What follows belongs to an exercise in optimizing a design on an open flow for small area, a short achievable clock period and few clock cycles; a production flow would make more cautious choices. The RTL was checked by simulation tests, not by an equivalence proof against the original design. Power and IR drop assume default switching activity.

==> flow/design.v (excerpt) <==
module cpu (
    input  wire        clk,
    input  wire        reset,
    output wire [31:0] imem_addr,
    input  wire [31:0] imem_data,
    output wire [3:0]  dmem_we,
    output wire [11:2] dmem_addr,
    output wire [31:0] dmem_wdata,
    input  wire [31:0] dmem_rdata
);
    reg  [31:0] pc;
    wire [31:0] pc4 = pc + 32'd4;
    wire        redirect;
    wire [31:0] redirect_pc;
    wire [31:0] f_tgt;
    wire        f_pred;
    assign imem_addr = pc;
    always @(posedge clk or posedge reset) begin
        if (reset)
            pc <= 32'h0;
        else
            pc <= redirect ? redirect_pc : f_pred ? f_tgt : pc4;
    end
    wire [31:0] in = imem_data;
    wire [4:0]  opc = in[6:2];
    wire [2:0]  f3 = in[14:12];
    wire f_lui    = (opc == 5'b01101);
    wire f_auipc  = (opc == 5'b00101);
    wire f_jal    = (opc == 5'b11011);
    wire f_jalr   = (opc == 5'b11001);
    wire f_branch = (opc == 5'b11000);
    wire f_load   = (opc == 5'b00000);
    wire f_store  = (opc == 5'b01000);
    wire f_opimm  = (opc == 5'b00100);
    wire f_op     = (opc == 5'b01100);
    wire f_alu    = f_op | f_opimm;
    wire f_wr     = (f_lui | f_auipc | f_jal | f_jalr | f_load | f_alu) && (in[11:7] != 5'd0);
    reg [31:0] f_imm;
    always @(*) begin
        if (f_lui | f_auipc)
            f_imm = {in[31:12], 12'b0};
        else if (f_jal)
            f_imm = {{12{in[31]}}, in[19:12], in[20], in[30:21], 1'b0};
        else if (f_branch)
            f_imm = {{20{in[31]}}, in[7], in[30:25], in[11:8], 1'b0};
        else if (f_store)
            f_imm = {{21{in[31]}}, in[30:25], in[11:7]};
        else
            f_imm = {{21{in[31]}}, in[30:20]};
    end
    assign f_tgt  = pc + f_imm;
    wire   f_same = (in[19:15] == in[24:20]);
    wire   f_bdir = f_same ? ~(f3[0] ^ f3[2]) : in[31];
    assign f_pred = f_jal | (f_branch & f_bdir);
    reg  [31:0] rf [1:31];
    wire [4:0]  f_rs1 = in[19:15];
    wire [4:0]  f_rs2 = in[24:20];
    reg         x_wr, w_wr;
    reg  [4:0]  x_rd, w_rd;
    reg  [31:0] w_data;
  ...
For scale: roughly 1,200 flip-flops, ~140 I/O pins.
export LEC_CHECK = 0
export CAP_MARGIN = 20
export CORE_MARGIN = 2
export CORE_UTILIZATION = 40
export SLEW_MARGIN = 20
create_clock -name core_clock -period 10.0 [get_ports {clk}]
standard.sh (not shown) runs the stock make flow with config.mk's settings and CLKGATE_MAP_FILE= SYNTH_SCRIPT=/design/flow/synth_recipe.tcl, a recipe that flattens the netlist after the stock synthesis.
==> flow/flow/run.sh <==
#!/bin/bash
# The standard layout (standard.sh: the standard synthesis, floorplan,
# placement, CTS and routing, with the standard flow's clock, constraints and settings)
# with these changes to how the resizer works:
#  - setup repair aims at 6 ns of slack, on the worst 5% of failing endpoints,
#    so it works on the critical paths without growing every other one;
#  - sizing may swap a gate for one of another footprint (the platform allows
#    only same-footprint swaps, which keeps weak gates on critical paths);
#  - the port buffers are plain buf_4 cells instead of the clock delay buffers
#    the resizer picks by default (which then could only be resized to other
#    delay cells). Every port still gets its own buffer.
# make's output goes to flow_make.log; each ORFS step logs under orfs/logs.
set -euo pipefail
bash standard.sh SETUP_SLACK_MARGIN=6 TNS_END_PERCENT=5 MATCH_CELL_FOOTPRINT=0 \
    "BUFFER_PORTS_ARGS=-buffer_cell sky130_fd_sc_hd__buf_4" finish > flow_make.log 2>&1
Testbench counts at the start, summed over its fixed seeds: cycles 86,159.
Next try:
==> flow/run.sh (new file) <==
#!/bin/bash
# synth_recipe.tcl (not shown) runs the flow's synth.tcl, then flattens the netlist and writes it again
# the make line also repeats each setting of config.mk as NAME=value (left out here)
make -C /OpenROAD-flow-scripts/flow DESIGN_CONFIG=/design/flow/config.mk WORK_HOME=/design/flow/orfs CLKGATE_MAP_FILE= SYNTH_SCRIPT=/design/flow/synth_recipe.tcl finish
--- a/flow/config.mk
+++ b/flow/config.mk
@@ -10,2 +10,4 @@
 export CORE_UTILIZATION = 40
+export SETUP_SLACK_MARGIN = 5
 export SLEW_MARGIN = 20
+export TNS_END_PERCENT = 5
removed: flow/flow/run.sh
removed: flow/standard.sh
Result:
- design area came out lower by 2.0%
- synthesized area is unchanged
- setup slack is worse by 280 ps
- sequential power barely changes
- power is lower by 1.6%
- count of clock-buffer cells in the layout grows by 13
- routed wire length is lower by 0.45%
- via count came out lower by 1.2%
- sequential share of layout area increases by 0.93 points
- utilization came out lower by 0.97 points
- non-clock buffer count decreases by 83
Next try:
--- a/flow/config.mk
+++ b/flow/config.mk
@@ -12,2 +12 @@
 export SLEW_MARGIN = 20
-export TNS_END_PERCENT = 5
The new run passed the timing, design-rule and antenna checks.
Total power went down by 0.83%.
Cell area rose by 0.48%.
Fmax went up by 5.0%.
Core utilization came out higher by 0.23 points.
Clock-buffer cell count shrinks by 21.
First-iteration DRC count climbs by 1.4%.
Global-route usage decreases by 0.28 points.
Clock skew shrinks by 5.8 ps.
Hold slack stays flat.
Register-to-register slack gains 190 ps.

-- separate check: timing with driven ports --
No port has a modelled driver above. Below, the same layouts with a new extraction and two added sets of constraints. Step 1 (the two cells are an assumption about what drives the block):
set clk [get_ports {clk}]
set_driving_cell -lib_cell sky130_fd_sc_hd__clkbuf_16 $clk
set_driving_cell -lib_cell sky130_fd_sc_hd__buf_2 [delete_from_list [all_inputs] $clk]
Step 2, shift: input delay + t, output delay - t, t = (earliest + latest rising clock arrival at the registers) / 2. This alone moves slack from input paths to output paths. Slacks: ideal / step 1 / step 2; pairs: ideal / step 1.
| run | shift t [ns] | slack for setup (ns) | hold WS [ns] | worst setup path after step 2 |
|---|---|---|---|---|
| the first run | 0.846 | 4.872 / 4.913 / 4.067 | 0.402 / 0.402 / 0.402 | input to register |
| the second run | 0.853 | 4.592 / 4.618 / 3.765 | 0.409 / 0.409 / 0.409 | input to register |
| the third run | 0.842 | 4.851 / 4.888 / 4.047 | 0.411 / 0.411 / 0.411 | input to register |
After both steps setup and hold are still met in every run listed. For the second run, which loses most, drivers alone change the setup slack by +0.026 ns; drivers and shift together by -0.827 ns.
